What follows belongs to an exercise in optimizing a design on an open flow for small area and a short achievable clock period; a production flow would make more cautious choices. Function was checked by simulation only, so behaviour that the tests miss may differ from the original. Power and IR drop assume default switching activity.

Design GameModeEazy, start of the top module:
module GameModeEazy(
input wire clk,
input wire rst,
input wire load,
input wire [63:0] load_board,
input wire [3:0]btn,
input wire [3:0]mode,
output wire [63:0] num,
output wire [15:0] judge
    );
==> flow/config.mk <==
export PLATFORM = sky130hd
export DESIGN_NAME = GameModeEazy
export DESIGN_NICKNAME = GameModeEazy
export VERILOG_FILES = /design/flow/design.v
export SDC_FILE = /design/flow/constraint.sdc
export NUM_CORES = 4
export LEC_CHECK = 0
export CAP_MARGIN = 20
export CORE_MARGIN = 2
export CORE_UTILIZATION = 30
export GPL_ROUTABILITY_DRIVEN = 1
export SLEW_MARGIN = 20
==> flow/constraint.sdc <==
create_clock -name core_clock -period 28.0 [get_ports {clk}]
set_input_delay 5.6000 -clock core_clock [delete_from_list [all_inputs] [get_ports {clk}]]
set_output_delay 5.6000 -clock core_clock [all_outputs]
set_load 0.01 [all_outputs]
standard.sh (not shown) runs the stock make flow with config.mk's settings and CLKGATE_MAP_FILE= SYNTH_SCRIPT=/design/flow/synth_recipe.tcl, a recipe that flattens the netlist after the stock synthesis.
==> flow/flow/run.sh <==
#!/bin/bash
# The standard layout (standard.sh, unchanged synthesis), with two
# settings changed:
#  - the timing repair steps aim for a setup slack margin well above zero,
#    so the layout is optimised for speed rather than only for the loose
#    clock period;
#  - the port buffers that every input and output gets are buf_1 cells
#    rather than the resizer's default pick (a slow delay buffer).
# The full tool output goes to standard.log in this folder.
set -uo pipefail
bash standard.sh SETUP_SLACK_MARGIN=20 CORE_UTILIZATION=42 "BUFFER_PORTS_ARGS=-buffer_cell sky130_fd_sc_hd__buf_1" finish > standard.log 2>&1
Next try:
==> flow/flow/run.sh (replaced) <==
#!/bin/bash
# The standard layout (standard.sh: the standard synthesis and ORFS
# flow, unchanged), with these flow settings changed:
#  - SETUP_SLACK_MARGIN: the timing repair steps aim for a setup slack
#    margin well above zero, so the layout is optimised for speed rather
#    than only for the (loose) clock period; the SDC is the design's own;
#  - CORE_UTILIZATION=42: a smaller core, for shorter wires;
#  - REMOVE_ABC_BUFFERS=1: the buffers from synthesis are removed at
#    floorplan and the resizer buffers the netlist afresh;
#  - every input and output port still gets a buffer, but a buf_1 cell
#    rather than the resizer's default pick (a slow delay buffer); the
#    timing repair may upsize it.
# The full tool output goes to standard.log in this folder.
set -uo pipefail
bash standard.sh SETUP_SLACK_MARGIN=20.3 CORE_UTILIZATION=36 REMOVE_ABC_BUFFERS=1 \
  "BUFFER_PORTS_ARGS=-buffer_cell sky130_fd_sc_hd__buf_1" finish > standard.log 2>&1
Clock-buffer cell count shrinks by 5.
Routed wire length shrinks by about 3.5%.
Sequential cell count is unchanged.
Next try:
==> flow/flow/run.sh (replaced) <==
#!/bin/bash
# The standard layout (standard.sh: the standard synthesis and ORFS
# flow, unchanged), with these flow settings changed:
#  - SETUP_SLACK_MARGIN=20: the timing repair steps aim for a setup slack
#    margin well above zero, so the layout is optimised for speed rather
#    than only for the (loose) clock period; the SDC is the design's own;
#  - CORE_UTILIZATION=42: a smaller core, for shorter wires;
#  - every input and output port still gets a buffer, but a buf_1 cell
#    rather than the resizer's default pick (a slow delay buffer); the
#    timing repair may upsize it.
# The full tool output goes to standard.log in this folder.
set -uo pipefail
bash standard.sh SETUP_SLACK_MARGIN=20.3 CORE_UTILIZATION=42 REMOVE_ABC_BUFFERS=1 \
  "BUFFER_PORTS_ARGS=-buffer_cell sky130_fd_sc_hd__buf_1" finish > standard.log 2>&1
After rerunning: Hold slack is worse by 0.055 ns; total power rises by a few percent; cell area falls slightly; critical path depth rises by 1; routed wire length rises by a few percent; register-to-register slack is worse by 0.03 ns; combinational power rises by a few percent; fmax falls slightly; non-clock buffer count falls by 8; sequential cell count stays the same.
Next try:
==> flow/flow/run.sh (replaced) <==
#!/bin/bash
# The standard layout (standard.sh: the standard synthesis and ORFS
# flow, unchanged), with these flow settings changed:
#  - SETUP_SLACK_MARGIN: the timing repair steps aim for a setup slack
#    margin well above zero, so the layout is optimised for speed rather
#    than only for the (loose) clock period; the SDC is the design's own;
#  - CORE_UTILIZATION=36: a smaller core, for shorter wires;
#  - REMOVE_ABC_BUFFERS=1: the buffers from synthesis are removed at
#    floorplan and the resizer buffers the netlist afresh;
#  - every input and output port still gets a buffer, but a buf_1 cell
#    rather than the resizer's default pick (a slow delay buffer); the
#    timing repair may upsize it.
# The full tool output goes to standard.log in this folder.
set -uo pipefail
bash standard.sh SETUP_SLACK_MARGIN=20.3 CORE_UTILIZATION=36 REMOVE_ABC_BUFFERS=1 \
  "BUFFER_PORTS_ARGS=-buffer_cell sky130_fd_sc_hd__buf_1" finish > standard.log 2>&1
Outcome:
- routed wire length falls by 4.2%
- combinational power goes down by about 3%
- non-clock buffer count is higher by 8
- global-route usage drops by 8.5 points
- cell area grows by about 0.5%
- via count came out lower by 2.9%
- area after synthesis is unchanged
- hold slack improved by 0.055 ns
- flip-flop and latch count stays the same

separate check: timing with driven ports:
In the flow no input, the clock included, has a driving cell. The finished layouts below were timed again as built, in two steps.
Step 1, drivers: a clkbuf_16 drives clk and a buf_2 each remaining input, both assumed.
Step 2, shift: input delay + t, output delay - t, t = (earliest + latest rising clock arrival at the registers) / 2. This alone moves slack from input paths to output paths.
Slacks: ideal ports / drivers / drivers and shift; pairs: ideal ports / drivers.
run	t (ns)	setup WS [ns]	worst setup path at the end
the first run	0.464	19.980 / 19.923 / 19.575	input to register
the second run	0.449	20.325 / 20.272 / 19.937	input to register
the third run	0.456	20.283 / 20.226 / 19.935	input to register
the fourth run	0.449	20.325 / 20.272 / 19.937	input to register
After both steps setup and hold are still met in every run listed. For the first run, which loses most, drivers alone change the setup slack by -0.057 ns; drivers and shift together by -0.405 ns.
